From an optimization exercise on the open Yosys and OpenROAD flow, aimed at small area and a short achievable clock period; shortcuts taken in it are not production practice. Function was checked by simulation only, so behaviour that the tests miss may differ from the original. Power figures rest on the tool's default switching activity, not on a simulated workload.

===== flow/run.sh =====
#!/bin/bash
# synth_recipe.tcl (not shown) runs the flow's synth.tcl, then flattens the netlist and writes it again
# the make line also repeats each setting of config.mk as NAME=value (left out here)
make -C /OpenROAD-flow-scripts/flow DESIGN_CONFIG=/design/flow/config.mk WORK_HOME=/design/flow/orfs CLKGATE_MAP_FILE= SYNTH_SCRIPT=/design/flow/synth_recipe.tcl finish

===== flow/config.mk =====
export PLATFORM = sky130hd
export DESIGN_NAME = Dividor_Segmentado
export DESIGN_NICKNAME = Dividor_Segmentado
export VERILOG_FILES = /design/flow/design.v
export SDC_FILE = /design/flow/constraint.sdc
export NUM_CORES = 4
export LEC_CHECK = 0
export ABC_AREA = 1
export CAP_MARGIN = 30
export CORE_MARGIN = 2
export CORE_UTILIZATION = 40
export CTS_CLUSTER_DIAMETER = 100
export CTS_CLUSTER_SIZE = 30
export SETUP_SLACK_MARGIN = 3.75
export SLEW_MARGIN = 30
export TNS_END_PERCENT = 0

===== flow/constraint.sdc =====
create_clock -name core_clock -period 6.0 [get_ports {CLK}]
set_input_delay 1.2000 -clock core_clock [delete_from_list [all_inputs] [get_ports {CLK}]]
set_output_delay 1.2000 -clock core_clock [all_outputs]
set_load 0.01 [all_outputs]

===== flow/design.v =====
module Aux_Segmentado #(
    parameter integer W = 1
) (
    input  logic [W:0]    Pn,
    input  logic [W:0]    Dn,
    input  logic          ci,
    input  logic          hz,
    input  logic          bn,
    input  logic [W+1:0]  Dnn,
    output logic [W:0]    R_out,
    output logic [W+1:0]  Pn_out,
    output logic          qbit
);
    localparam integer N = W + 1;
    localparam integer LV = (N > 16) ? 5 : (N > 8) ? 4 : (N > 4) ? 3 : (N > 2) ? 2 : 1;
    logic [W:0] P, T, g, sum;
    logic [N:0] c;
    assign P = ~Pn;
    assign T = P ^ Dn;
    assign g = Dn & ~P;
    logic [N-1:0] G [0:LV];
    logic [N-1:0] Q [0:LV];
    assign G[0] = {g[N-1:1], g[0] | (P[0] & ci)};
    assign Q[0] = {P[N-1:1], 1'b0};
    genvar l, i;
    generate
        for (l = 0; l < LV; l = l + 1) begin : g_l
            for (i = 0; i < N; i = i + 1) begin : g_i
                if (((i >> l) & 1) == 1) begin : g_c
                    assign G[l+1][i] = G[l][i] | (Q[l][i] & G[l][((i >> l) << l) - 1]);
                    assign Q[l+1][i] = Q[l][i] & Q[l][((i >> l) << l) - 1];
                end else begin : g_p
                    assign G[l+1][i] = G[l][i];
                    assign Q[l+1][i] = Q[l][i];
                end
            end
        end
    endgenerate
    assign c[0] = ci;
    assign c[N:1] = G[LV];
    assign sum = P ^ c[W:0];
    assign qbit = c[N] & hz;
    assign R_out = qbit ? sum : T;
    assign Pn_out = ~({R_out, bn} ^ Dnn);
endmodule
module Dividor_Segmentado #(
    parameter integer tamanyo = 32
) (
    input CLK, RSTa, Start,
    input logic [tamanyo-1:0] Num, Den,
    output logic Done,
    output logic [tamanyo-1:0] Coc, Res
);
    logic s0_v, s0_sn, s0_ci;
    logic [31:0] s0_dn, s0_qr;    
    logic [2:0] s0_p;    
    logic [1:0] s0_hz;    
    logic s1_v, s1_sn, s1_ci;
    logic [31:0] s1_dn, s1_qr;    
    logic [4:0] s1_p;    
    logic s2_v, s2_sn, s2_ci;
    logic [31:0] s2_dn, s2_qr;    
    logic [5:0] s2_p;    
    logic s3_v, s3_sn, s3_ci;
    logic [31:0] s3_dn, s3_qr;    
    logic [6:0] s3_p;    
    logic s4_v, s4_sn, s4_ci;
    logic [31:0] s4_dn, s4_qr;    
    logic [7:0] s4_p;    
    logic s5_v, s5_sn, s5_ci;
    logic [31:0] s5_dn, s5_qr;    
    logic [8:0] s5_p;    
    logic s6_v, s6_sn, s6_ci;
    logic [31:0] s6_dn, s6_qr;    
    logic [9:0] s6_p;    
    logic s7_v, s7_sn, s7_ci;
    logic [31:0] s7_dn, s7_qr;    
    logic [10:0] s7_p;    
    logic s8_v, s8_sn, s8_ci;
    logic [31:0] s8_dn, s8_qr;    
    logic [11:0] s8_p;    
    logic s9_v, s9_sn, s9_ci;
    logic [31:0] s9_dn, s9_qr;    
    logic [12:0] s9_p;    
    logic s10_v, s10_sn, s10_ci;
    logic [31:0] s10_dn, s10_qr;    
    logic [13:0] s10_p;    
    logic s11_v, s11_sn, s11_ci;
    logic [31:0] s11_dn, s11_qr;    
    logic [14:0] s11_p;    
    logic s12_v, s12_sn, s12_ci;
    logic [31:0] s12_dn, s12_qr;    
    logic [15:0] s12_p;    
    logic s13_v, s13_sn, s13_ci;
    logic [31:0] s13_dn, s13_qr;    
    logic [16:0] s13_p;    
    logic s14_v, s14_sn, s14_ci;
    logic [31:0] s14_dn, s14_qr;    
    logic [17:0] s14_p;    
    logic s15_v, s15_sn, s15_ci;
    logic [31:0] s15_dn, s15_qr;    
    logic [18:0] s15_p;    
    logic s16_v, s16_sn, s16_ci;
    logic [31:0] s16_dn, s16_qr;    
    logic [19:0] s16_p;    
    logic s17_v, s17_sn, s17_ci;
    logic [31:0] s17_dn, s17_qr;    
    logic [20:0] s17_p;    
    logic s18_v, s18_sn, s18_ci;
    logic [31:0] s18_dn, s18_qr;    
    logic [21:0] s18_p;    
    logic s19_v, s19_sn, s19_ci;
    logic [31:0] s19_dn, s19_qr;    
    logic [22:0] s19_p;    
    logic s20_v, s20_sn, s20_ci;
    logic [31:0] s20_dn, s20_qr;    
    logic [23:0] s20_p;    
    logic s21_v, s21_sn, s21_ci;
    logic [31:0] s21_dn, s21_qr;    
    logic [24:0] s21_p;    
    logic s22_v, s22_sn, s22_ci;
    logic [31:0] s22_dn, s22_qr;    
    logic [25:0] s22_p;    
    logic s23_v, s23_sn, s23_ci;
    logic [31:0] s23_dn, s23_qr;    
    logic [26:0] s23_p;    
    logic s24_v, s24_sn, s24_ci;
    logic [31:0] s24_dn, s24_qr;    
    logic [27:0] s24_p;    
    logic s25_v, s25_sn, s25_ci;
    logic [31:0] s25_dn, s25_qr;    
    logic [28:0] s25_p;    
    logic s26_v, s26_sn, s26_ci;
    logic [31:0] s26_dn, s26_qr;    
    logic [29:0] s26_p;    
    logic s27_v, s27_sn, s27_ci;
    logic [31:0] s27_dn, s27_qr;    
    logic [30:0] s27_p;    
    logic s28_v, s28_sn, s28_ci;
    logic [31:0] s28_dn, s28_qr;    
    logic [31:0] s28_p;    
    logic s29_v, s29_sn, s29_ci;
    logic [31:0] s29_dn, s29_qr;    
    logic [31:0] s29_r;
    logic [31:0] xin, dnin;
    assign xin = Num ^ {32{Num[31]}};
    assign dnin = ~(Den ^ {32{Den[31]}});
    logic rr0_0, qb0_0, m0_0_0, m1_0_0;
    logic [1:0] pp0_0;
    assign m0_0_0 = (&dnin) & ~Den[31];
    assign m1_0_0 = (&dnin) ? ~~Den[31] : ((dnin == 32'hFFFFFFFE) & ~Den[31]);
    assign qb0_0 = m0_0_0 | (m1_0_0 & xin[31]);
    assign rr0_0 = xin[31] & ~m1_0_0;
    assign pp0_0 = ~({rr0_0, xin[30]} ^ dnin[1:0]);
    logic [31:0] qq0_0;
    assign qq0_0 = {xin[30:0], qb0_0};
    logic [1:0] rr0_1; logic [2:0] pp0_1; logic qb0_1;
    Aux_Segmentado #(.W(1)) u_step0_1 (.Pn(pp0_0), .Dn(dnin[1:0]), .ci(~Den[31]), .hz(&dnin[31:2]), .bn(qq0_0[30]), .Dnn(dnin[2:0]), .R_out(rr0_1), .Pn_out(pp0_1), .qbit(qb0_1));
    logic [31:0] qq0_1;
    assign qq0_1 = {qq0_0[30:0], qb0_1};
    always_ff @(posedge CLK, negedge RSTa)
        if (!RSTa) s0_v <= 1'b0;
        else s0_v <= Start;
    always_ff @(posedge CLK) begin
        s0_sn <= Num[31];
        s0_ci <= ~Den[31];
        s0_dn <= dnin;
        s0_qr <= qq0_1;
        s0_p <= pp0_1;
        s0_hz[0] <= &dnin[31:3];
        s0_hz[1] <= &dnin[31:4];
    end
    logic [2:0] rr1_0; logic [3:0] pp1_0; logic qb1_0;
    Aux_Segmentado #(.W(2)) u_step1_0 (.Pn(s0_p), .Dn(s0_dn[2:0]), .ci(s0_ci), .hz(s0_hz[0]), .bn(s0_qr[30]), .Dnn(s0_dn[3:0]), .R_out(rr1_0), .Pn_out(pp1_0), .qbit(qb1_0));
    logic [31:0] qq1_0;
    assign qq1_0 = {s0_qr[30:0], qb1_0};
    logic [3:0] rr1_1; logic [4:0] pp1_1; logic qb1_1;
    Aux_Segmentado #(.W(3)) u_step1_1 (.Pn(pp1_0), .Dn(s0_dn[3:0]), .ci(s0_ci), .hz(s0_hz[1]), .bn(qq1_0[30]), .Dnn(s0_dn[4:0]), .R_out(rr1_1), .Pn_out(pp1_1), .qbit(qb1_1));
    logic [31:0] qq1_1;
    assign qq1_1 = {qq1_0[30:0], qb1_1};
    always_ff @(posedge CLK, negedge RSTa)
        if (!RSTa) s1_v <= 1'b0;
        else s1_v <= s0_v;
    always_ff @(posedge CLK) begin
        s1_sn <= s0_sn;
        s1_ci <= s0_ci;
        s1_dn <= s0_dn;
        s1_qr <= qq1_1;
        s1_p <= pp1_1;
    end
    logic [4:0] rr2_0; logic [5:0] pp2_0; logic qb2_0;
    Aux_Segmentado #(.W(4)) u_step2_0 (.Pn(s1_p), .Dn(s1_dn[4:0]), .ci(s1_ci), .hz(&s1_dn[31:5]), .bn(s1_qr[30]), .Dnn(s1_dn[5:0]), .R_out(rr2_0), .Pn_out(pp2_0), .qbit(qb2_0));
    logic [31:0] qq2_0;
    assign qq2_0 = {s1_qr[30:0], qb2_0};
    always_ff @(posedge CLK, negedge RSTa)
        if (!RSTa) s2_v <= 1'b0;
        else s2_v <= s1_v;
    always_ff @(posedge CLK) begin
        s2_sn <= s1_sn;
        s2_ci <= s1_ci;
        s2_dn <= s1_dn;
        s2_qr <= qq2_0;
        s2_p <= pp2_0;
    end
    logic [5:0] rr3_0; logic [6:0] pp3_0; logic qb3_0;
    Aux_Segmentado #(.W(5)) u_step3_0 (.Pn(s2_p), .Dn(s2_dn[5:0]), .ci(s2_ci), .hz(&s2_dn[31:6]), .bn(s2_qr[30]), .Dnn(s2_dn[6:0]), .R_out(rr3_0), .Pn_out(pp3_0), .qbit(qb3_0));
    logic [31:0] qq3_0;
    assign qq3_0 = {s2_qr[30:0], qb3_0};
    always_ff @(posedge CLK, negedge RSTa)
        if (!RSTa) s3_v <= 1'b0;
        else s3_v <= s2_v;
    always_ff @(posedge CLK) begin
        s3_sn <= s2_sn;
        s3_ci <= s2_ci;
        s3_dn <= s2_dn;
        s3_qr <= qq3_0;
        s3_p <= pp3_0;
    end
    logic [6:0] rr4_0; logic [7:0] pp4_0; logic qb4_0;
    Aux_Segmentado #(.W(6)) u_step4_0 (.Pn(s3_p), .Dn(s3_dn[6:0]), .ci(s3_ci), .hz(&s3_dn[31:7]), .bn(s3_qr[30]), .Dnn(s3_dn[7:0]), .R_out(rr4_0), .Pn_out(pp4_0), .qbit(qb4_0));
    logic [31:0] qq4_0;
    assign qq4_0 = {s3_qr[30:0], qb4_0};
    always_ff @(posedge CLK, negedge RSTa)
        if (!RSTa) s4_v <= 1'b0;
        else s4_v <= s3_v;
    always_ff @(posedge CLK) begin
        s4_sn <= s3_sn;
        s4_ci <= s3_ci;
        s4_dn <= s3_dn;
        s4_qr <= qq4_0;
        s4_p <= pp4_0;
    end
    logic [7:0] rr5_0; logic [8:0] pp5_0; logic qb5_0;
    Aux_Segmentado #(.W(7)) u_step5_0 (.Pn(s4_p), .Dn(s4_dn[7:0]), .ci(s4_ci), .hz(&s4_dn[31:8]), .bn(s4_qr[30]), .Dnn(s4_dn[8:0]), .R_out(rr5_0), .Pn_out(pp5_0), .qbit(qb5_0));
    logic [31:0] qq5_0;
    assign qq5_0 = {s4_qr[30:0], qb5_0};
    always_ff @(posedge CLK, negedge RSTa)
        if (!RSTa) s5_v <= 1'b0;
        else s5_v <= s4_v;
    always_ff @(posedge CLK) begin
        s5_sn <= s4_sn;
        s5_ci <= s4_ci;
        s5_dn <= s4_dn;
        s5_qr <= qq5_0;
        s5_p <= pp5_0;
    end
    logic [8:0] rr6_0; logic [9:0] pp6_0; logic qb6_0;
    Aux_Segmentado #(.W(8)) u_step6_0 (.Pn(s5_p), .Dn(s5_dn[8:0]), .ci(s5_ci), .hz(&s5_dn[31:9]), .bn(s5_qr[30]), .Dnn(s5_dn[9:0]), .R_out(rr6_0), .Pn_out(pp6_0), .qbit(qb6_0));
    logic [31:0] qq6_0;
    assign qq6_0 = {s5_qr[30:0], qb6_0};
    always_ff @(posedge CLK, negedge RSTa)
        if (!RSTa) s6_v <= 1'b0;
        else s6_v <= s5_v;
    always_ff @(posedge CLK) begin
        s6_sn <= s5_sn;
        s6_ci <= s5_ci;
        s6_dn <= s5_dn;
        s6_qr <= qq6_0;
        s6_p <= pp6_0;
    end
    logic [9:0] rr7_0; logic [10:0] pp7_0; logic qb7_0;
    Aux_Segmentado #(.W(9)) u_step7_0 (.Pn(s6_p), .Dn(s6_dn[9:0]), .ci(s6_ci), .hz(&s6_dn[31:10]), .bn(s6_qr[30]), .Dnn(s6_dn[10:0]), .R_out(rr7_0), .Pn_out(pp7_0), .qbit(qb7_0));
    logic [31:0] qq7_0;
    assign qq7_0 = {s6_qr[30:0], qb7_0};
    always_ff @(posedge CLK, negedge RSTa)
        if (!RSTa) s7_v <= 1'b0;
        else s7_v <= s6_v;
    always_ff @(posedge CLK) begin
        s7_sn <= s6_sn;
        s7_ci <= s6_ci;
        s7_dn <= s6_dn;
        s7_qr <= qq7_0;
        s7_p <= pp7_0;
    end
    logic [10:0] rr8_0; logic [11:0] pp8_0; logic qb8_0;
    Aux_Segmentado #(.W(10)) u_step8_0 (.Pn(s7_p), .Dn(s7_dn[10:0]), .ci(s7_ci), .hz(&s7_dn[31:11]), .bn(s7_qr[30]), .Dnn(s7_dn[11:0]), .R_out(rr8_0), .Pn_out(pp8_0), .qbit(qb8_0));
    logic [31:0] qq8_0;
    assign qq8_0 = {s7_qr[30:0], qb8_0};
    always_ff @(posedge CLK, negedge RSTa)
        if (!RSTa) s8_v <= 1'b0;
        else s8_v <= s7_v;
    always_ff @(posedge CLK) begin
        s8_sn <= s7_sn;
        s8_ci <= s7_ci;
        s8_dn <= s7_dn;
        s8_qr <= qq8_0;
        s8_p <= pp8_0;
    end
    logic [11:0] rr9_0; logic [12:0] pp9_0; logic qb9_0;
    Aux_Segmentado #(.W(11)) u_step9_0 (.Pn(s8_p), .Dn(s8_dn[11:0]), .ci(s8_ci), .hz(&s8_dn[31:12]), .bn(s8_qr[30]), .Dnn(s8_dn[12:0]), .R_out(rr9_0), .Pn_out(pp9_0), .qbit(qb9_0));
    logic [31:0] qq9_0;
    assign qq9_0 = {s8_qr[30:0], qb9_0};
    always_ff @(posedge CLK, negedge RSTa)
        if (!RSTa) s9_v <= 1'b0;
        else s9_v <= s8_v;
    always_ff @(posedge CLK) begin
        s9_sn <= s8_sn;
        s9_ci <= s8_ci;
        s9_dn <= s8_dn;
        s9_qr <= qq9_0;
        s9_p <= pp9_0;
    end
    logic [12:0] rr10_0; logic [13:0] pp10_0; logic qb10_0;
    Aux_Segmentado #(.W(12)) u_step10_0 (.Pn(s9_p), .Dn(s9_dn[12:0]), .ci(s9_ci), .hz(&s9_dn[31:13]), .bn(s9_qr[30]), .Dnn(s9_dn[13:0]), .R_out(rr10_0), .Pn_out(pp10_0), .qbit(qb10_0));
    logic [31:0] qq10_0;
    assign qq10_0 = {s9_qr[30:0], qb10_0};
    always_ff @(posedge CLK, negedge RSTa)
        if (!RSTa) s10_v <= 1'b0;
        else s10_v <= s9_v;
    always_ff @(posedge CLK) begin
        s10_sn <= s9_sn;
        s10_ci <= s9_ci;
        s10_dn <= s9_dn;
        s10_qr <= qq10_0;
        s10_p <= pp10_0;
    end
    logic [13:0] rr11_0; logic [14:0] pp11_0; logic qb11_0;
    Aux_Segmentado #(.W(13)) u_step11_0 (.Pn(s10_p), .Dn(s10_dn[13:0]), .ci(s10_ci), .hz(&s10_dn[31:14]), .bn(s10_qr[30]), .Dnn(s10_dn[14:0]), .R_out(rr11_0), .Pn_out(pp11_0), .qbit(qb11_0));
    logic [31:0] qq11_0;
    assign qq11_0 = {s10_qr[30:0], qb11_0};
    always_ff @(posedge CLK, negedge RSTa)
        if (!RSTa) s11_v <= 1'b0;
        else s11_v <= s10_v;
    always_ff @(posedge CLK) begin
        s11_sn <= s10_sn;
        s11_ci <= s10_ci;
        s11_dn <= s10_dn;
        s11_qr <= qq11_0;
        s11_p <= pp11_0;
    end
    logic [14:0] rr12_0; logic [15:0] pp12_0; logic qb12_0;
    Aux_Segmentado #(.W(14)) u_step12_0 (.Pn(s11_p), .Dn(s11_dn[14:0]), .ci(s11_ci), .hz(&s11_dn[31:15]), .bn(s11_qr[30]), .Dnn(s11_dn[15:0]), .R_out(rr12_0), .Pn_out(pp12_0), .qbit(qb12_0));
    logic [31:0] qq12_0;
    assign qq12_0 = {s11_qr[30:0], qb12_0};
    always_ff @(posedge CLK, negedge RSTa)
        if (!RSTa) s12_v <= 1'b0;
        else s12_v <= s11_v;
    always_ff @(posedge CLK) begin
        s12_sn <= s11_sn;
        s12_ci <= s11_ci;
        s12_dn <= s11_dn;
        s12_qr <= qq12_0;
        s12_p <= pp12_0;
    end
    logic [15:0] rr13_0; logic [16:0] pp13_0; logic qb13_0;
    Aux_Segmentado #(.W(15)) u_step13_0 (.Pn(s12_p), .Dn(s12_dn[15:0]), .ci(s12_ci), .hz(&s12_dn[31:16]), .bn(s12_qr[30]), .Dnn(s12_dn[16:0]), .R_out(rr13_0), .Pn_out(pp13_0), .qbit(qb13_0));
    logic [31:0] qq13_0;
    assign qq13_0 = {s12_qr[30:0], qb13_0};
    always_ff @(posedge CLK, negedge RSTa)
        if (!RSTa) s13_v <= 1'b0;
        else s13_v <= s12_v;
    always_ff @(posedge CLK) begin
        s13_sn <= s12_sn;
        s13_ci <= s12_ci;
        s13_dn <= s12_dn;
        s13_qr <= qq13_0;
        s13_p <= pp13_0;
    end
    logic [16:0] rr14_0; logic [17:0] pp14_0; logic qb14_0;
    Aux_Segmentado #(.W(16)) u_step14_0 (.Pn(s13_p), .Dn(s13_dn[16:0]), .ci(s13_ci), .hz(&s13_dn[31:17]), .bn(s13_qr[30]), .Dnn(s13_dn[17:0]), .R_out(rr14_0), .Pn_out(pp14_0), .qbit(qb14_0));
    logic [31:0] qq14_0;
    assign qq14_0 = {s13_qr[30:0], qb14_0};
    always_ff @(posedge CLK, negedge RSTa)
        if (!RSTa) s14_v <= 1'b0;
        else s14_v <= s13_v;
    always_ff @(posedge CLK) begin
        s14_sn <= s13_sn;
        s14_ci <= s13_ci;
        s14_dn <= s13_dn;
        s14_qr <= qq14_0;
        s14_p <= pp14_0;
    end
    logic [17:0] rr15_0; logic [18:0] pp15_0; logic qb15_0;
    Aux_Segmentado #(.W(17)) u_step15_0 (.Pn(s14_p), .Dn(s14_dn[17:0]), .ci(s14_ci), .hz(&s14_dn[31:18]), .bn(s14_qr[30]), .Dnn(s14_dn[18:0]), .R_out(rr15_0), .Pn_out(pp15_0), .qbit(qb15_0));
    logic [31:0] qq15_0;
    assign qq15_0 = {s14_qr[30:0], qb15_0};
    always_ff @(posedge CLK, negedge RSTa)
        if (!RSTa) s15_v <= 1'b0;
        else s15_v <= s14_v;
    always_ff @(posedge CLK) begin
        s15_sn <= s14_sn;
        s15_ci <= s14_ci;
        s15_dn <= s14_dn;
        s15_qr <= qq15_0;
        s15_p <= pp15_0;
    end
    logic [18:0] rr16_0; logic [19:0] pp16_0; logic qb16_0;
    Aux_Segmentado #(.W(18)) u_step16_0 (.Pn(s15_p), .Dn(s15_dn[18:0]), .ci(s15_ci), .hz(&s15_dn[31:19]), .bn(s15_qr[30]), .Dnn(s15_dn[19:0]), .R_out(rr16_0), .Pn_out(pp16_0), .qbit(qb16_0));
    logic [31:0] qq16_0;
    assign qq16_0 = {s15_qr[30:0], qb16_0};
    always_ff @(posedge CLK, negedge RSTa)
        if (!RSTa) s16_v <= 1'b0;
        else s16_v <= s15_v;
    always_ff @(posedge CLK) begin
        s16_sn <= s15_sn;
        s16_ci <= s15_ci;
        s16_dn <= s15_dn;
        s16_qr <= qq16_0;
        s16_p <= pp16_0;
    end
    logic [19:0] rr17_0; logic [20:0] pp17_0; logic qb17_0;
    Aux_Segmentado #(.W(19)) u_step17_0 (.Pn(s16_p), .Dn(s16_dn[19:0]), .ci(s16_ci), .hz(&s16_dn[31:20]), .bn(s16_qr[30]), .Dnn(s16_dn[20:0]), .R_out(rr17_0), .Pn_out(pp17_0), .qbit(qb17_0));
    logic [31:0] qq17_0;
    assign qq17_0 = {s16_qr[30:0], qb17_0};
    always_ff @(posedge CLK, negedge RSTa)
        if (!RSTa) s17_v <= 1'b0;
        else s17_v <= s16_v;
    always_ff @(posedge CLK) begin
        s17_sn <= s16_sn;
        s17_ci <= s16_ci;
        s17_dn <= s16_dn;
        s17_qr <= qq17_0;
        s17_p <= pp17_0;
    end
    logic [20:0] rr18_0; logic [21:0] pp18_0; logic qb18_0;
    Aux_Segmentado #(.W(20)) u_step18_0 (.Pn(s17_p), .Dn(s17_dn[20:0]), .ci(s17_ci), .hz(&s17_dn[31:21]), .bn(s17_qr[30]), .Dnn(s17_dn[21:0]), .R_out(rr18_0), .Pn_out(pp18_0), .qbit(qb18_0));
    logic [31:0] qq18_0;
    assign qq18_0 = {s17_qr[30:0], qb18_0};
    always_ff @(posedge CLK, negedge RSTa)
        if (!RSTa) s18_v <= 1'b0;
        else s18_v <= s17_v;
    always_ff @(posedge CLK) begin
        s18_sn <= s17_sn;
        s18_ci <= s17_ci;
        s18_dn <= s17_dn;
        s18_qr <= qq18_0;
        s18_p <= pp18_0;
    end
    logic [21:0] rr19_0; logic [22:0] pp19_0; logic qb19_0;
    Aux_Segmentado #(.W(21)) u_step19_0 (.Pn(s18_p), .Dn(s18_dn[21:0]), .ci(s18_ci), .hz(&s18_dn[31:22]), .bn(s18_qr[30]), .Dnn(s18_dn[22:0]), .R_out(rr19_0), .Pn_out(pp19_0), .qbit(qb19_0));
    logic [31:0] qq19_0;
    assign qq19_0 = {s18_qr[30:0], qb19_0};
    always_ff @(posedge CLK, negedge RSTa)
        if (!RSTa) s19_v <= 1'b0;
        else s19_v <= s18_v;
    always_ff @(posedge CLK) begin
        s19_sn <= s18_sn;
        s19_ci <= s18_ci;
        s19_dn <= s18_dn;
        s19_qr <= qq19_0;
        s19_p <= pp19_0;
    end
    logic [22:0] rr20_0; logic [23:0] pp20_0; logic qb20_0;
    Aux_Segmentado #(.W(22)) u_step20_0 (.Pn(s19_p), .Dn(s19_dn[22:0]), .ci(s19_ci), .hz(&s19_dn[31:23]), .bn(s19_qr[30]), .Dnn(s19_dn[23:0]), .R_out(rr20_0), .Pn_out(pp20_0), .qbit(qb20_0));
    logic [31:0] qq20_0;
    assign qq20_0 = {s19_qr[30:0], qb20_0};
    always_ff @(posedge CLK, negedge RSTa)
        if (!RSTa) s20_v <= 1'b0;
        else s20_v <= s19_v;
    always_ff @(posedge CLK) begin
        s20_sn <= s19_sn;
        s20_ci <= s19_ci;
        s20_dn <= s19_dn;
        s20_qr <= qq20_0;
        s20_p <= pp20_0;
    end
    logic [23:0] rr21_0; logic [24:0] pp21_0; logic qb21_0;
    Aux_Segmentado #(.W(23)) u_step21_0 (.Pn(s20_p), .Dn(s20_dn[23:0]), .ci(s20_ci), .hz(&s20_dn[31:24]), .bn(s20_qr[30]), .Dnn(s20_dn[24:0]), .R_out(rr21_0), .Pn_out(pp21_0), .qbit(qb21_0));
    logic [31:0] qq21_0;
    assign qq21_0 = {s20_qr[30:0], qb21_0};
    always_ff @(posedge CLK, negedge RSTa)
        if (!RSTa) s21_v <= 1'b0;
        else s21_v <= s20_v;
    always_ff @(posedge CLK) begin
        s21_sn <= s20_sn;
        s21_ci <= s20_ci;
        s21_dn <= s20_dn;
        s21_qr <= qq21_0;
        s21_p <= pp21_0;
    end
    logic [24:0] rr22_0; logic [25:0] pp22_0; logic qb22_0;
    Aux_Segmentado #(.W(24)) u_step22_0 (.Pn(s21_p), .Dn(s21_dn[24:0]), .ci(s21_ci), .hz(&s21_dn[31:25]), .bn(s21_qr[30]), .Dnn(s21_dn[25:0]), .R_out(rr22_0), .Pn_out(pp22_0), .qbit(qb22_0));
    logic [31:0] qq22_0;
    assign qq22_0 = {s21_qr[30:0], qb22_0};
    always_ff @(posedge CLK, negedge RSTa)
        if (!RSTa) s22_v <= 1'b0;
        else s22_v <= s21_v;
    always_ff @(posedge CLK) begin
        s22_sn <= s21_sn;
        s22_ci <= s21_ci;
        s22_dn <= s21_dn;
        s22_qr <= qq22_0;
        s22_p <= pp22_0;
    end
    logic [25:0] rr23_0; logic [26:0] pp23_0; logic qb23_0;
    Aux_Segmentado #(.W(25)) u_step23_0 (.Pn(s22_p), .Dn(s22_dn[25:0]), .ci(s22_ci), .hz(&s22_dn[31:26]), .bn(s22_qr[30]), .Dnn(s22_dn[26:0]), .R_out(rr23_0), .Pn_out(pp23_0), .qbit(qb23_0));
    logic [31:0] qq23_0;
    assign qq23_0 = {s22_qr[30:0], qb23_0};
    always_ff @(posedge CLK, negedge RSTa)
        if (!RSTa) s23_v <= 1'b0;
        else s23_v <= s22_v;
    always_ff @(posedge CLK) begin
        s23_sn <= s22_sn;
        s23_ci <= s22_ci;
        s23_dn <= s22_dn;
        s23_qr <= qq23_0;
        s23_p <= pp23_0;
    end
    logic [26:0] rr24_0; logic [27:0] pp24_0; logic qb24_0;
    Aux_Segmentado #(.W(26)) u_step24_0 (.Pn(s23_p), .Dn(s23_dn[26:0]), .ci(s23_ci), .hz(&s23_dn[31:27]), .bn(s23_qr[30]), .Dnn(s23_dn[27:0]), .R_out(rr24_0), .Pn_out(pp24_0), .qbit(qb24_0));
    logic [31:0] qq24_0;
    assign qq24_0 = {s23_qr[30:0], qb24_0};
    always_ff @(posedge CLK, negedge RSTa)
        if (!RSTa) s24_v <= 1'b0;
        else s24_v <= s23_v;
    always_ff @(posedge CLK) begin
        s24_sn <= s23_sn;
        s24_ci <= s23_ci;
        s24_dn <= s23_dn;
        s24_qr <= qq24_0;
        s24_p <= pp24_0;
    end
    logic [27:0] rr25_0; logic [28:0] pp25_0; logic qb25_0;
    Aux_Segmentado #(.W(27)) u_step25_0 (.Pn(s24_p), .Dn(s24_dn[27:0]), .ci(s24_ci), .hz(&s24_dn[31:28]), .bn(s24_qr[30]), .Dnn(s24_dn[28:0]), .R_out(rr25_0), .Pn_out(pp25_0), .qbit(qb25_0));
    logic [31:0] qq25_0;
    assign qq25_0 = {s24_qr[30:0], qb25_0};
    always_ff @(posedge CLK, negedge RSTa)
        if (!RSTa) s25_v <= 1'b0;
        else s25_v <= s24_v;
    always_ff @(posedge CLK) begin
        s25_sn <= s24_sn;
        s25_ci <= s24_ci;
        s25_dn <= s24_dn;
        s25_qr <= qq25_0;
        s25_p <= pp25_0;
    end
    logic [28:0] rr26_0; logic [29:0] pp26_0; logic qb26_0;
    Aux_Segmentado #(.W(28)) u_step26_0 (.Pn(s25_p), .Dn(s25_dn[28:0]), .ci(s25_ci), .hz(&s25_dn[31:29]), .bn(s25_qr[30]), .Dnn(s25_dn[29:0]), .R_out(rr26_0), .Pn_out(pp26_0), .qbit(qb26_0));
    logic [31:0] qq26_0;
    assign qq26_0 = {s25_qr[30:0], qb26_0};
    always_ff @(posedge CLK, negedge RSTa)
        if (!RSTa) s26_v <= 1'b0;
        else s26_v <= s25_v;
    always_ff @(posedge CLK) begin
        s26_sn <= s25_sn;
        s26_ci <= s25_ci;
        s26_dn <= s25_dn;
        s26_qr <= qq26_0;
        s26_p <= pp26_0;
    end
    logic [29:0] rr27_0; logic [30:0] pp27_0; logic qb27_0;
    Aux_Segmentado #(.W(29)) u_step27_0 (.Pn(s26_p), .Dn(s26_dn[29:0]), .ci(s26_ci), .hz(&s26_dn[31:30]), .bn(s26_qr[30]), .Dnn(s26_dn[30:0]), .R_out(rr27_0), .Pn_out(pp27_0), .qbit(qb27_0));
    logic [31:0] qq27_0;
    assign qq27_0 = {s26_qr[30:0], qb27_0};
    always_ff @(posedge CLK, negedge RSTa)
        if (!RSTa) s27_v <= 1'b0;
        else s27_v <= s26_v;
    always_ff @(posedge CLK) begin
        s27_sn <= s26_sn;
        s27_ci <= s26_ci;
        s27_dn <= s26_dn;
        s27_qr <= qq27_0;
        s27_p <= pp27_0;
    end
    logic [30:0] rr28_0; logic [31:0] pp28_0; logic qb28_0;
    Aux_Segmentado #(.W(30)) u_step28_0 (.Pn(s27_p), .Dn(s27_dn[30:0]), .ci(s27_ci), .hz(&s27_dn[31:31]), .bn(s27_qr[30]), .Dnn(s27_dn[31:0]), .R_out(rr28_0), .Pn_out(pp28_0), .qbit(qb28_0));
    logic [31:0] qq28_0;
    assign qq28_0 = {s27_qr[30:0], qb28_0};
    always_ff @(posedge CLK, negedge RSTa)
        if (!RSTa) s28_v <= 1'b0;
        else s28_v <= s27_v;
    always_ff @(posedge CLK) begin
        s28_sn <= s27_sn;
        s28_ci <= s27_ci;
        s28_dn <= s27_dn;
        s28_qr <= qq28_0;
        s28_p <= pp28_0;
    end
    logic [31:0] rr29_0; logic [32:0] pp29_0; logic qb29_0;
    Aux_Segmentado #(.W(31)) u_step29_0 (.Pn(s28_p), .Dn(s28_dn[31:0]), .ci(s28_ci), .hz(1'b1), .bn(1'b0), .Dnn({1'b0, s28_dn}), .R_out(rr29_0), .Pn_out(pp29_0), .qbit(qb29_0));
    logic [31:0] qq29_0;
    assign qq29_0 = {s28_qr[30:0], qb29_0};
    always_ff @(posedge CLK, negedge RSTa)
        if (!RSTa) s29_v <= 1'b0;
        else s29_v <= s28_v;
    always_ff @(posedge CLK) begin
        s29_sn <= s28_sn;
        s29_ci <= s28_ci;
        s29_dn <= s28_dn;
        s29_qr <= qq29_0;
        s29_r <= rr29_0;
    end
    logic [31:0] fx;
    logic eq, wrap, sq;
    assign sq = s29_sn ^ ~s29_ci;    
    assign fx = ~(s29_r ^ s29_dn);
    assign eq = (fx == {s29_r[30:0] & s29_dn[30:0], s29_ci});
    assign wrap = s29_sn & eq;
    logic [31:0] cy, cpre;
    assign cy = s29_qr ^ {32{sq}};
    assign cpre[0] = 1'b1;
    genvar gi;
    generate
        for (gi = 1; gi < 32; gi = gi + 1) begin : g_cpre
            assign cpre[gi] = &cy[gi-1:0];
        end
    endgenerate
    always_ff @(posedge CLK, negedge RSTa)
        if (!RSTa) Done <= 1'b0;
        else Done <= s29_v;
    always_ff @(posedge CLK) begin
        Coc <= cy ^ (cpre & {32{sq ^ wrap}});
        Res <= s29_sn ? (wrap ? 32'd0 : ~s29_r) : s29_r;
    end
endmodule

==> flow_summary_export.csv, run 1 <==
group,metric,value,unit
status,status,"complete, no violations",
synth,seq_area_frac_synth,57.5,%
hold_path,min_path_type,"reg -> reg",
grt,grt_pass1_vias,59413,
power_and_ir_drop,report.power.total,47.2,mW
sta,worstMarginPinSlew,972,ps
synth,yosysWarnings,94,
drt,postRouteAntennaNets,0,
drt,dr.pass1.iters,6,
sta,period_minus_slack,2490,ps
floorplanning,die_height,478,um
cells_and_area,drive_above_1_share,5.53,%
placed_design,dpl.hpwl,130,mm
hold_path,whs_path_depth,0,
cells_and_area,final_common_cell,"nand2_1",
flow_run,drv_cap,0,
setup_path,cp-end-kind,"output port",
power_and_ir_drop,sequentialPowerShare,48.8,%
setup_path,crit_cells,1,
clock_network,cts_tree,"yes",
clock_network,cts_buffer_depth,3,
setup_path,cpMaxStageDelayCell,"dfxtp_1",
synth,syn_inst,10645,
sta,hold_viol,0,
synth,synthFlopType,"dfxtp_1",
placed_design,pre_cts_ws,2610,ps
cells_and_area,fin_nets,10976,
placed_design,io_buffer_count,131,
clock_network,clkTransAtPathRegs,100,ps
synth,syn_avg_cell_area,8.43,sq um
floorplanning,ios,132,
setup_path,crit_buf_inv,1,
setup_path,worst-setup-path-type,"reg -> out",
setup_path,worstPathMaxFanout,1,
sta,timing.hold.ws,317,ps
placed_design,gp_congestion,0.880,
power_and_ir_drop,pwr-share-comb,32.2,%
synth,synthesis.area,0.0897,sq mm
drt,routed_wl,178,mm
synth,ys_ff_latch,2571,
sta,tns,0,ps
clock_network,root_buffer,"clkbuf_16",
power_and_ir_drop,p_leak,47.4,nW
synth,synth_edf_count,0,
sta,fmax,401,MHz
clock_network,htreeDepth,3,
grt,grt_pass1_wl,287,mm
drt,drt-initial-drc-count,3560,
power_and_ir_drop,powerDensity,473,mW/mm^2
power_and_ir_drop,vdd_ir_drop_max,245,uV
floorplanning,die_x,478,um
cells_and_area,stdcell_area,0.0999,sq mm
synth,synth_cell_types,59,
floorplanning,design.die.area,0.228,sq mm
grt,grt-ovfl-total,0,
power_and_ir_drop,internal_power,30.1,mW
placed_design,placed_cell_area,0.0946,sq mm
power_and_ir_drop,pwr-share-clk,18.9,%
power_and_ir_drop,p_sw,17.1,mW
clock_network,cts.sinks,2571,
setup_path,critical_path_required,4800,ps
power_and_ir_drop,switching_share,36.3,%
setup_path,arrival,1290,ps
sta,slew_violations,0,
grt,grt_start_max_net_pins,43,
sta,rsz0062_at_grt,"true",
drt,drc,0,
sta,final.setup_skew,50.3,ps
setup_path,path_cells,"clkdlybuf4s15_2",
drt,routedWlPerCell,12.8,um
setup_path,cp-start-kind,"flip-flop",
floorplanning,num_rows,173,
floorplanning,core_area,0.223,sq mm
cells_and_area,fillers,21440,
cells_and_area,final_cell_mix,"3371 x nand2_1, 2501 x dfxtp_1, 1263 x inv_1",
setup_path,slowest_delay,330,ps
setup_path,ff2ff_path_depth,13,
clock_network,clkLatencyLatePin,800,ps
sta,max_slew_margin,34.6,%
clock_network,numCtsBuffers,107,
floorplanning,start_util,40.3,%
cells_and_area,syn2layout_area_growth,11.3,%
sta,final_critical_path_setup_slack,3510,ps
synth,async_reset_ff_share,1.21,%
clock_network,hold_buffers,0,
drt,vias,63748,
sta,fin_crit_sh,41.6,%
synth,syn_nets,10744,
setup_path,cp_top_family,"flip-flops",
grt,antenna_found_initial,5,
drt,avgViaCountPerCell,4.59,
sta,setup_viol_count_final,0,
grt,grtUsageTotal,14.7,%
-- layout make-up --
| type | instances | area [sq um] | area share, % |
|---|---|---|---|
| Inverter | 1285 | 4860 | 4.87 |
| Multi-Input combinational cell | 6660 | 33900 | 34.0 |
| Timing Repair Buffer | 250 | 2300 | 2.30 |
| Sequential cell | 2571 | 51700 | 51.8 |
| Timing Repair inverter | 2 | 15.0 | 0.0150 |
| Antenna cell | 1 | 2.50 | 0.00251 |
| Tap cell | 2975 | 3720 | 3.73 |
| Clock inverter | 38 | 569 | 0.570 |
| Clock buffer | 120 | 2800 | 2.80 |
-- metal layers --
metal  track usage [%]  up-vias  part of all wire (%)
met4              4.79        0                   2.8
met5                 0        -                     0
met2              26.6      882                    49
li1                  -    33628                     -
met3              1.76      288                   3.2
met1              18.1    28950                    45
-- power by group through the flow --
stage / combinational (mW) / sequential (mW) / clock (mW)
floorplan: 11.3 / 22.6 / 0
global placement: 13.4 / 23.4 / 0
detailed placement: 13.8 / 23.5 / 0
CTS: 14.1 / 23.1 / 9.37
global route: 17.4 / 23.5 / 9.99
finish: 15.2 / 23.1 / 8.95
-- logic make-up (layout without fill, tap and decap cells) --
group | Yosys count | after routing | share of synthesized area, %
flops | 2571 | 2571 | 57.5
buf+inv | 1431 | 1695 | 6.12
other cells | 0 | 1 | 0
compound gates | 661 | 661 | 4.05
xor+xnor | 637 | 638 | 6.27
simple gates | 5291 | 5307 | 25.3
fa+ha+maj | 32 | 32 | 0.446
mux | 22 | 22 | 0.250
-- Yosys cell counts (all sizes together), types with 3 or more instances --
| library cell | instances | share of area (%) |
|---|---|---|
| buf | 71 | 0.43 |
| dfrtp | 31 | 0.86 |
| or2 | 28 | 0.20 |
| xnor2 | 556 | 5.5 |
| xor2 | 81 | 0.79 |
| a211oi | 8 | 0.067 |
| nor3b | 3 | 0.036 |
| mux2 | 3 | 0.038 |
| a22oi | 3 | 0.025 |
| o21ai | 359 | 2.0 |
| nand3 | 727 | 4.1 |
| o211ai | 23 | 0.19 |
| inv | 1283 | 5.4 |
| a21boi | 19 | 0.16 |
| a31oi | 21 | 0.15 |
| o221ai | 3 | 0.029 |
| o31ai | 3 | 0.025 |
| nor3 | 104 | 0.59 |
| mux2i | 19 | 0.21 |
| o21a | 28 | 0.23 |
| dfxtp | 2540 | 57 |
| nor2 | 469 | 2.0 |
| a21oi | 168 | 0.94 |
| ha | 32 | 0.45 |
| nand4 | 134 | 0.93 |
| and3 | 3 | 0.021 |
| clkbuf | 75 | 0.31 |
| a21o | 4 | 0.033 |
| nor4 | 34 | 0.25 |
| nor4b | 4 | 0.039 |
| o21bai | 16 | 0.14 |
| nand3b | 318 | 2.7 |
| nand2 | 3464 | 15 |
-- sequential cells by signal, indices dropped and copies added, names as in the netlist, 32 cells and up --
| register | cells |
|---|---|
| Coc | 32 |
| s29_qr | 32 |
| Res | 32 |
| s28_p | 32 |
| s29_r | 32 |
-- path summary, 6_finish.rpt --
check / from / slack (ps) / end
worst max-delay path: Coc[31] / 3510 / Coc[31]
min in group asynchronous: RSTa / 810 / s26_v
worst max register to register: s29_dn[30] / 3550 / Coc[31]
worst min-delay path: s12_qr[9] / 320 / s13_qr[10]
max in group asynchronous: RSTa / 4880 / s2_v
worst min register to register: s12_qr[9] / 320 / s13_qr[10]
-- through the flow --
stage               instances  util, %
floorplan               10645        -
global placement        13645     42.5
detailed placement      13646     42.5
CTS                     13813     44.2
global route            13901     44.9
finish                  13902     44.9
-- timing repair --
item	CTS	global route
hold endpoints to repair	0	0
buffers inserted	6	63
pin swaps	3	25
cloned	3	25
setup endpoints to repair	607	625
gates resized for setup	355	195
==> inputs of run 2 (changes only) <==
--- a/flow/config.mk
+++ b/flow/config.mk
@@ -12,5 +12,5 @@
 export CTS_CLUSTER_DIAMETER = 100
 export CTS_CLUSTER_SIZE = 30
-export SETUP_SLACK_MARGIN = 3.75
+export SETUP_SLACK_MARGIN = 3.55
 export SLEW_MARGIN = 30
 export TNS_END_PERCENT = 0
==> run 2 against run 1 <==
Compared with the run above: still clean; global-route usage about the same; non-clock buffer count down 37; design area decreased by 0.92%; total power shrank 2.1%; wire length shrank 1.5%; critical path depth rose by 12; die area did not move; sequential cell count stayed put; largest cell class unchanged.
==> flow_summary_export.csv, run 2 <==
group,metric,value,unit
floorplanning,die_x,478,um
hold_path,hp-start,"s18_qr[29]",
floorplanning,die_height,478,um
cells_and_area,final_cell_mix,"3397 x nand2_1, 2516 x dfxtp_1, 1264 x inv_1",
flow_run,drv_cap,0,
sta,fin_crit_sh,42.3,%
setup_path,cpMaxStageDelayCell,"dfxtp_4",
drt,vias,63292,
setup_path,worst-setup-path-type,"reg -> reg",
sta,tns,0,ps
setup_path,arrival,3200,ps
setup_path,ff2ff_path_depth,13,
sta,hold_viol,0,
drt,routed_wl,175,mm
synth,seq_area_frac_synth,57.5,%
sta,fmax,394,MHz
setup_path,cp-end-kind,"flip-flop",
synth,synth_commonest_cells,"3448 x nand2_1, 2540 x dfxtp_1, 1267 x inv_1",
synth,post-synth-top-count-cell,"nand2_1",
cells_and_area,drive_above_1_share,4.66,%
grt,grt-ovfl-total,0,
clock_network,hold_buffers,0,
sta,final_critical_path_setup_slack,3460,ps
drt,drc,0,
grt,grtUsageTotal,14.7,%
grt,antenna_found_initial,8,
floorplanning,start_util,40.3,%
cells_and_area,syn2layout_area_growth,10.3,%
grt,grt_pass1_vias,59242,
sta,period_minus_slack,2540,ps
setup_path,cp_top_family,"simple AND/OR/NAND/NOR gates",
grt,grt_pass1_wl,287,mm
drt,postRouteAntennaNets,0,
setup_path,rrSetupSlack,3460,ps
sta,rsz0062_at_grt,"true",
clock_network,cts_tree,"yes",
clock_network,clkLatencyLatePin,790,ps
clock_network,htreeDepth,3,
synth,synthesis.area,0.0897,sq mm
sta,worstMarginPinSlew,1040,ps
hold_path,whs_path_depth,0,
floorplanning,core_area,0.223,sq mm
cells_and_area,fin_nets,10929,
hold_path,min_path_type,"reg -> reg",
status,status,"complete, no violations",
grt,busiest_layer,"met2",
setup_path,reg2reg_from,"s29_ci",
synth,syn_nets,10744,
setup_path,path_cells,"inv_1 > nand2_2 > nand2_8 > buf_4 > xor2_1 > nor2_1 > nand3_2 > nor3_2 > nand2_4 > nor3b_2 > nand2_1 > nand2_1 > nand2_1",
placed_design,pre_cts_ws,2600,ps
setup_path,crit_top_cell,"nand2_1",
synth,async_reset_ff_share,1.21,%
placed_design,io_buffer_count,131,
placed_design,gp_congestion,0.870,
grt,use_met3,1.75,%
clock_network,numCtsBuffers,104,
clock_network,cts.sinks,2571,
synth,synth_top_cell_by_area,"dfxtp_1",
setup_path,cp-start-kind,"flip-flop",
synth,yosysWarnings,94,
power_and_ir_drop,powerDensity,467,mW/mm^2
setup_path,r2r-end,"Coc[30]",
clock_network,clkTransAtPathRegs,110,ps
clock_network,cts_buffer_depth,3,
setup_path,worstPathMaxFanout,16,
grt,met1_usage,18.3,%
cells_and_area,final_common_cell,"nand2_1",
synth,ys_ff_latch,2571,
sta,setup_viol_count_final,0,
hold_path,holdPathEnd,"s19_qr[30]",
synth,syn_avg_cell_area,8.43,sq um
sta,final.setup_skew,63.2,ps
power_and_ir_drop,vdd_ir_drop_max,253,uV
floorplanning,ios,132,
sta,slew_violations,0,
power_and_ir_drop,p_leak,47.0,nW
drt,avgViaCountPerCell,4.57,
synth,syn_inst,10645,
setup_path,slowest_delay,460,ps
floorplanning,num_rows,173,
placed_design,dpl.hpwl,131,mm
synth,synth_cell_types,59,
cells_and_area,fillers,21467,
synth,synth_area_leaders,"dfxtp_1 57%, nand2_1 14%, xnor2_1 5.4%",
synth,synth_edf_count,0,
clock_network,root_buffer,"clkbuf_16",
setup_path,crit_buf_inv,2,
drt,routedWlPerCell,12.7,um
sta,max_slew_margin,30.4,%
synth,synth_top_cell_area_share,56.7,%
synth,synthFlopType,"dfxtp_1",
drt,dr.pass1.iters,7,
grt,grtUsageMet2,26.4,%
setup_path,critical_path_required,6660,ps
floorplanning,design.die.area,0.228,sq mm
grt,grt_start_max_net_pins,54,
drt,drt-initial-drc-count,3450,
[run 2: cell types whose count changed in the layout (fill, tap and decap cells not counted), moves of 5 or more]
| cell | change |
|---|---|
| buf_4 | -28 |
| nand2_1 | +26 |
| dfxtp_1 | +15 |
| nand2_2 | -15 |
| dfxtp_2 | -13 |
| clkbuf_16 | -11 |
| nand2_4 | -10 |
| buf_2 | -9 |
| clkdlybuf4s15_2 | +8 |
| nand2_8 | -5 |
[run 2: worst max path at each step]
stage | start | to | slack [ps] | cells past startpoint
floorplan | Den[31] | s0_p[1] | 3490 | 12
global placement | s26_dn[0] | s27_p[4] | 2410 | 17
detailed placement | Den[31] | s0_p[1] | 2600 | 11
CTS | Done | Done | 3420 | 1
global route | s0_dn[2] | s1_p[3] | 3300 | 19
finish | s29_ci | Coc[30] | 3460 | 13
[run 2: metrics by stage]
stage                     total power, mW  area, sq um  std cells  util, %  hold slack [ps]
after global routing                 50.0        99000      13850     44.5              323
after floorplan                      33.8        89900      10645        -              310
after global placement               36.9        94600      13642     42.5              310
after CTS                            46.2        98200      13804     44.1              320
final                                46.3        99000      13852     44.5              319
after detailed placement             37.3        94600      13644     42.5              312
[run 2: cells by family (layout without fill, tap and decap cells)]
kind of cell	Yosys count	after routing	share of synthesized area, %
and+or+nand+nor	5291	5303	25.3
DFF	2571	2571	57.5
buffers and inverters	1431	1649	6.12
AOI/OAI and AO/OA	661	661	4.05
xor gates and xnor gates	637	637	6.27
adders and majority gates	32	32	0.446
muxes	22	22	0.250
other	0	2	0
[run 2: what timing repair did]
| action | in CTS | in global routing |
|---|---|---|
| endpoints found under the setup margin | 567 | 618 |
| cloned | 4 | 13 |
| pin swaps | 3 | 16 |
| resized for setup | 375 | 76 |
| buffers inserted | 5 | 33 |
[run 2: layout make-up]
cell class              instances  area, sq um  area share [%]
flip-flops and latches       2571        51700            52.2
clock buffers                 114         2670            2.70
clock inverters                37          454           0.459
multi-input cells            6655        33600            34.0
well taps                    2975         3720            3.76
inverters                    1285         4850            4.90
diodes                          2         5.00         0.00506
repair buffers                213         1970            1.99
[run 2: power breakdown]
| group | total [mW] | switching (mW) | internal, mW |
|---|---|---|---|
| sequential | 23.0 | 2.95 | 20.1 |
| combinational | 14.6 | 8.60 | 6.02 |
| clock | 8.58 | 5.21 | 3.37 |
[run 2: layer usage]
metal,wire (um),share of wire [%],up-vias
met5,0,0,-
met3,5600,3.2,245
met2,85800,49,852
met4,4580,2.6,0
met1,79500,45,28648
li1,-,-,33547
==> inputs of run 3 (changes only) <==
--- a/flow/config.mk
+++ b/flow/config.mk
@@ -9,8 +9,8 @@
 export CAP_MARGIN = 30
 export CORE_MARGIN = 2
-export CORE_UTILIZATION = 40
+export CORE_UTILIZATION = 46
 export CTS_CLUSTER_DIAMETER = 100
 export CTS_CLUSTER_SIZE = 30
-export SETUP_SLACK_MARGIN = 3.55
+export SETUP_SLACK_MARGIN = 3.65
 export SLEW_MARGIN = 30
 export TNS_END_PERCENT = 0
==> run 3 against run 2 <==
Compared with the run above: core utilization is 6.4 points higher; maximum frequency hardly changed; sequential cell count stayed put; largest cell class unchanged; worst setup slack better by 1.0 ps; global-route usage is 2.6 points higher; sequential share of layout area is 0.091 points higher; critical path type unchanged; combinational power hardly changed.
==> flow_summary_export.csv, run 3 <==
group,metric,value,unit
status,status,"complete, no violations",
drt,routedWlPerCell,13.4,um
sta,hold_viol,0,
setup_path,path_cells,"ha_1 > xor2_1 > o211ai_1 > nor3_1 > nand2_1 > nor2_4 > nand3_4 > buf_12 > xor2_4 > buf_12 > clkbuf_16 > nand2_1 > nand2_1 > nand2_1",
drt,drc,0,
grt,grt_start_max_net_pins,63,
cells_and_area,final_core_util,50.8,%
synth,synth_top_cell_area_share,56.7,%
floorplanning,core_area,0.194,sq mm
placed_design,gp_congestion,0.837,
placed_design,place_inst,13212,
drt,postRouteAntennaNets,0,
placed_design,io_buffer_count,131,
cells_and_area,drive_above_1_share,5.16,%
power_and_ir_drop,switching_share,36.3,%
setup_path,ff2ff_path_depth,14,
placed_design,dpl.hpwl,131,mm
clock_network,numCtsBuffers,100,
drt,avgViaCountPerCell,4.76,
grt,grt_pass1_wl,290,mm
sta,fin_crit_sh,42.3,%
setup_path,arrival,3190,ps
floorplanning,num_rows,162,
synth,synthFlopType,"dfxtp_1",
power_and_ir_drop,pwr-share-comb,32.1,%
synth,synth_area_leaders,"dfxtp_1 57%, nand2_1 14%, xnor2_1 5.4%",
setup_path,reg2reg_from,"s29_dn[28]",
synth,syn_avg_cell_area,8.43,sq um
setup_path,crit_top_cell,"nand2_1",
setup_path,cpMaxStageDelayCell,"dfxtp_1",
clock_network,root_buffer,"clkbuf_16",
setup_path,critical_path_required,6650,ps
setup_path,worstPathMaxFanout,8,
synth,synth_cell_types,59,
setup_path,r2r-end,"Coc[11]",
cells_and_area,fin_cells,13424,
synth,post-synth-top-count-cell,"nand2_1",
drt,drt-initial-drc-count,3765,
drt,vias,63961,
drt,routed_wl,179,mm
drt,dr.pass1.iters,5,
floorplanning,ios,132,
floorplanning,design.die.area,0.199,sq mm
synth,syn_inst,10645,
grt,antenna_found_initial,5,
setup_path,rrSetupSlack,3460,ps
sta,max_slew_margin,41.4,%
clock_network,htreeDepth,3,
setup_path,cp-start-kind,"flip-flop",
synth,ys_ff_latch,2571,
synth,async_reset_ff_share,1.21,%
setup_path,crit_start,"s29_dn[28]",
clock_network,clkTransAtPathRegs,120,ps
floorplanning,start_util,46.2,%
clock_network,cts_tree,"yes",
synth,syn_nets,10744,
sta,timing.hold.ws,319,ps
clock_network,cts_buffer_depth,3,
sta,setup_viol_count_final,0,
power_and_ir_drop,internal_power,29.5,mW
cells_and_area,final_common_cell,"nand2_1",
synth,synth_commonest_cells,"3448 x nand2_1, 2540 x dfxtp_1, 1267 x inv_1",
clock_network,hold_buffers,0,
setup_path,worst-setup-path-type,"reg -> reg",
clock_network,clkLatencyLatePin,780,ps
sta,worstMarginPinSlew,871,ps
placed_design,pre_cts_ws,2460,ps
setup_path,critPathCapture,"Coc[11]",
sta,period_minus_slack,2540,ps
grt,grt-ovfl-total,0,
power_and_ir_drop,p_leak,47.1,nW
sta,fmax,394,MHz
cells_and_area,fin_nets,10948,
hold_path,hp-start,"s22_qr[2]",
floorplanning,die_height,446,um
setup_path,slowest_delay,330,ps
setup_path,cp-end-kind,"flip-flop",
sta,final.setup_skew,43.2,ps
grt,grtUsageTotal,17.3,%
flow_run,drv_cap,0,
power_and_ir_drop,sequentialPowerShare,49.8,%
sta,tns,0,ps
cells_and_area,final_cell_mix,"3381 x nand2_1, 2499 x dfxtp_1, 1263 x inv_1",
synth,yosysWarnings,94,
synth,synth_top_cell_by_area,"dfxtp_1",
sta,final_critical_path_setup_slack,3460,ps
synth,synthesis.area,0.0897,sq mm
sta,rsz0062_at_grt,"true",
power_and_ir_drop,powerDensity,469,mW/mm^2
cells_and_area,fillers,17969,
sta,slew_violations,0,
hold_path,min_path_type,"reg -> reg",
cells_and_area,diodes,0,
grt,grt_pass1_vias,59050,
clock_network,cts.sinks,2571,
cells_and_area,syn2layout_area_growth,10.1,%
power_and_ir_drop,vdd_ir_drop_max,241,uV
power_and_ir_drop,pwr-share-clk,18.1,%
floorplanning,die_x,446,um
synth,seq_area_frac_synth,57.5,%
power_and_ir_drop,p_sw,16.8,mW
synth,synth_edf_count,0,
run 3: changes by cell type in the layout (fill, tap and decap cells not counted), moves of 5 or more:
cell,delta
dfxtp_1,-17
clkinv_4,-5
buf_2,-7
clkinvlp_4,+5
nand2_2,+15
dfxtp_2,+18
buf_4,+13
xnor2_2,-5
nor2_1,-6
nand2_1,-16
xnor2_4,+7
run 3: area by class of cell:
cell class	count	area, sq um	share of cell area (%)
inverter	1285	4850	4.91
timing repair buffer	233	2240	2.26
clock inverter	27	403	0.408
tap	2542	3180	3.22
clock buffer	108	2540	2.57
timing repair inverter	3	21.3	0.0215
sequential	2571	51700	52.3
multi-input combinational	6655	33900	34.3
run 3: power by group through the flow:
stage          Combinational [mW]  Clock, mW  Sequential, mW
6_report                     14.9       8.40            23.1
5_1_grt                      17.1       9.38            23.5
4_1_cts                      14.2       8.79            23.1
3_5_place_dp                 13.9          0            23.5
3_3_place_gp                 13.5          0            23.5
2_1_floorplan                11.3          0            22.6
run 3: per-stage QoR:
step,total power [mW],area (sq um)
3_5_place_dp,37.4,94000
6_report,46.4,98800
2_1_floorplan,33.8,89900
3_3_place_gp,37.0,94000
5_1_grt,50.0,98800
4_1_cts,46.0,97600
run 3: cells by family after synthesis:
logic type	share of synthesized area, %
buffers and inverters	6.12
XOR/XNOR	6.27
AO/OA/AOI/OAI	4.05
flip-flops	57.5
multiplexers	0.250
adder cells (fa/ha/maj)	0.446
AND/OR/NAND/NOR	25.3
run 3: worst max-delay path, delay by kind of cell (launching register included):
kind / cells / cell delay, ps
simple gates: 7 / 750
buf+inv: 3 / 500
xor+xnor: 2 / 400
flops: 1 / 330
fa+ha+maj: 1 / 310
compound gates: 1 / 100
run 3: metal layers:
layer	vias up	wire, um	track usage [%]	part of all wire (%)
li1	33535	-	-	-
met1	29335	85900	23.1	48
met2	897	83900	30.1	47
met3	194	5900	1.91	3.3
met4	0	3720	3.70	2.1
met5	-	0	0	0
run 3: worst min path at each step:
stage                       endpoint  slack, ps  depth (start not counted)
final                      s23_qr[3]        320                          0
after global routing      s22_qr[27]        330                          0
after CTS                  s23_qr[3]        330                          0
after detailed placement  s11_qr[19]        310                          0
after global placement      s6_qr[3]        310                          0
after floorplan           s10_qr[10]        310                          0
run 3: timing repair:
item | CTS | global route
setup buffers | 10 | 42
gates cloned | 6 | 19
resized for setup | 382 | 148
pin swaps | 8 | 37
setup endpoints to repair | 592 | 613
==> inputs of run 4 (changes only) <==
--- a/flow/config.mk
+++ b/flow/config.mk
@@ -9,5 +9,5 @@
 export CAP_MARGIN = 30
 export CORE_MARGIN = 2
-export CORE_UTILIZATION = 46
+export CORE_UTILIZATION = 40
 export CTS_CLUSTER_DIAMETER = 100
 export CTS_CLUSTER_SIZE = 30
==> run 4 against run 3 <==
Compared with the run above: first-iteration DRC count shrank 5.4%; clock skew increased by 7.0 ps; critical path depth is 13 lower; maximum frequency grew 1.7%; highest routed layer unchanged; still clean.
==> flow_summary_export.csv, run 4 <==
group,metric,value,unit
synth,synth_xor_xnor_area_share,6.27,%
power_and_ir_drop,internal_power,30.1,mW
setup_path,crit_start,"Coc[31]",
synth,synth_area_leaders,"dfxtp_1 57%, nand2_1 14%, xnor2_1 5.4%",
setup_path,cpMaxStageDelayCell,"dfxtp_1",
clock_network,cts_tree,"yes",
clock_network,root_buffer,"clkbuf_16",
setup_path,ff2ff_path_depth,13,
floorplanning,die_x,478,um
synth,synth_top_cell_area_share,56.7,%
power_and_ir_drop,sequentialPowerShare,48.8,%
sta,setup_viol_count_final,0,
power_and_ir_drop,vdd_ir_drop_max,245,uV
floorplanning,die_height,478,um
drt,routed_wl,178,mm
synth,post-synth-top-count-cell,"nand2_1",
sta,max_slew_margin,34.6,%
floorplanning,core_area,0.223,sq mm
setup_path,critical_path_required,4800,ps
status,status,"complete, no violations",
drt,drc,0,
setup_path,r2r-end,"Coc[31]",
synth,synth_mux_area_share,0.250,%
setup_path,worst-setup-path-type,"reg -> out",
synth,synth_edf_count,0,
power_and_ir_drop,report.power.total,47.2,mW
drt,routedWlPerCell,12.8,um
sta,rsz0062_at_grt,"true",
setup_path,arrival,1290,ps
clock_network,numCtsBuffers,107,
hold_path,whs_path_depth,0,
synth,yosys.area_share.simple,25.3,%
setup_path,worstPathMaxFanout,1,
power_and_ir_drop,p_leak,47.4,nW
sta,slew_violations,0,
flow_run,drv_cap,0,
setup_path,cp-start-kind,"flip-flop",
sta,final.setup_skew,50.3,ps
floorplanning,num_rows,173,
sta,period_minus_slack,2490,ps
setup_path,cp-end-kind,"output port",
cells_and_area,syn2layout_area_growth,11.3,%
setup_path,path_cells,"clkdlybuf4s15_2",
synth,synth_commonest_cells,"3448 x nand2_1, 2540 x dfxtp_1, 1267 x inv_1",
synth,syn_inst,10645,
setup_path,crit_buf_inv,1,
grt,grtUsageTotal,14.7,%
synth,async_reset_ff_share,1.21,%
cells_and_area,stdcell_area,0.0999,sq mm
drt,postRouteAntennaNets,0,
drt,vias,63748,
setup_path,rrSetupSlack,3550,ps
synth,synth_cell_types,59,
grt,antenna_found_initial,5,
hold_path,min_path_type,"reg -> reg",
grt,grt_pass1_vias,59413,
floorplanning,start_util,40.3,%
synth,syn_avg_cell_area,8.43,sq um
power_and_ir_drop,pwr-share-comb,32.2,%
floorplanning,ios,132,
clock_network,cts.sinks,2571,
power_and_ir_drop,pwr-share-clk,18.9,%
synth,synth_top_family_by_area,"simple AND/OR/NAND/NOR gates",
power_and_ir_drop,switching_share,36.3,%
clock_network,clkTransAtPathRegs,100,ps
grt,grt_start_max_net_pins,43,
clock_network,clkLatencyLatePin,800,ps
cells_and_area,final_common_cell,"nand2_1",
synth,seq_area_frac_synth,57.5,%
synth,syn_nets,10744,
setup_path,slowest_delay,330,ps
placed_design,dpl.hpwl,130,mm
sta,tns,0,ps
grt,grt_pass1_wl,287,mm
placed_design,gp_congestion,0.880,
sta,hold_viol,0,
power_and_ir_drop,powerDensity,473,mW/mm^2
synth,synthesis.area,0.0897,sq mm
placed_design,io_buffer_count,131,
sta,fin_crit_sh,41.6,%
cells_and_area,drive_above_1_share,5.53,%
cells_and_area,final_cell_mix,"3371 x nand2_1, 2501 x dfxtp_1, 1263 x inv_1",
clock_network,cts_buffer_depth,3,
clock_network,htreeDepth,3,
sta,fmax,401,MHz
setup_path,reg2reg_from,"s29_dn[30]",
power_and_ir_drop,p_sw,17.1,mW
synth,yosysWarnings,94,
drt,drt-initial-drc-count,3560,
cells_and_area,fin_nets,10976,
floorplanning,design.die.area,0.228,sq mm
setup_path,critPathCapture,"Coc[31]",
placed_design,placed_cell_area,0.0946,sq mm
grt,grt-ovfl-total,0,
synth,ys_ff_latch,2571,
setup_path,crit_cells,1,
synth,synthFlopType,"dfxtp_1",
synth,yosys.area_share.adder,0.446,%
drt,dr.pass1.iters,6,
sta,worstMarginPinSlew,972,ps
setup_path,cp_top_family,"flip-flops",
synth,synth-compound-area-share,4.05,%
drt,avgViaCountPerCell,4.59,
synth,synth_top_cell_by_area,"dfxtp_1",
==> run 4: cell counts after synthesis <==
No cell type changed its count.
==> run 4: metrics by stage <==
step | util [%] | setup slack [ps] | hold WS [ps] | std cells
after floorplan | - | 3510 | 310 | 10645
after global placement | 42.5 | 2410 | 310 | 13645
after detailed placement | 42.5 | 2610 | 312 | 13646
after CTS | 44.2 | 3400 | 307 | 13813
after global routing | 44.9 | 3420 | 315 | 13901
final | 44.9 | 3510 | 317 | 13902
==> run 4: cell type report <==
cell class / instances / area (sq um)
diodes: 1 / 2.50
clock buffers: 120 / 2800
clock inverters: 38 / 569
fillers: 21440 / 123000
inverters: 1285 / 4860
multi-input cells: 6660 / 33900
flip-flops and latches: 2571 / 51700
well taps: 2975 / 3720
repair buffers: 250 / 2300
repair inverters: 2 / 15.0
==> run 4: power groups by stage <==
stage / clock network, mW / logic [mW] / registers [mW]
final: 8.95 / 15.2 / 23.1
after global routing: 9.99 / 17.4 / 23.5
after CTS: 9.37 / 14.1 / 23.1
after detailed placement: 0 / 13.8 / 23.5
after global placement: 0 / 13.4 / 23.4
after floorplan: 0 / 11.3 / 22.6
==> run 4: worst min-delay path by stage <==
stage | startpoint | end | slack, ps
3_5_place_dp | s9_qr[9] | s10_qr[10] | 310
6_report | s12_qr[9] | s13_qr[10] | 320
5_1_grt | s12_qr[11] | s13_qr[12] | 310
3_3_place_gp | s14_qr[15] | s15_qr[16] | 310
4_1_cts | s12_qr[9] | s13_qr[10] | 310
2_1_floorplan | s9_qr[9] | s10_qr[10] | 310
==> run 4: timing repair <==
| item | in CTS | in global routing |
|---|---|---|
| setup buffers | 6 | 63 |
| pin swaps | 3 | 25 |
| gates resized for setup | 355 | 195 |
| cloned | 3 | 25 |
| setup endpoints to repair | 574 | 621 |
| hold buffers | 0 | 0 |
==> run 4: cell families (layout without fill, tap and decap cells) <==
group,count (synthesis),in the layout
fa+ha+maj,32,32
flops,2571,2571
xor+xnor,637,638
buf+inv,1431,1695
mux,22,22
compound gates,661,661
simple gates,5291,5307
other cells,0,1
==> run 4: metal layers <==
metal	wire length [um]	vias up	share of wire (%)	global-route usage [%]
met1	79800	28950	45	18.1
met5	0	-	0	0
met3	5640	288	3.2	1.76
met2	87600	882	49	26.6
li1	-	33628	-	-
met4	5020	0	2.8	4.79

==> port drivers added, routing unchanged <==
The flow's constraints put no driver on any port. The routed layouts listed below were extracted and timed again, unchanged, in two steps.
Step 1 assumes that a clkbuf_16 drives the clock port and a buf_2 every other input.
Step 2 also shifts input and output timing later by t, the mid clock arrival at the registers, as if the neighbouring blocks saw the same clock.
Three values: no drivers, after step 1, after step 2; two values: the first two.
run	t (ns)	setup WS [ns]	worst setup path at the end	worst data-port slew with drivers (ns)
run 1	0.856	3.506 / 3.425 / 2.991	input to register	0.04
run 2	0.849	3.461 / 3.422 / 2.978	input to register	0.06
run 3	0.839	3.462 / 3.417 / 2.997	input to register	0.12
run 4	0.856	3.506 / 3.425 / 2.991	input to register	0.04
After both steps every run listed still meets setup and hold.
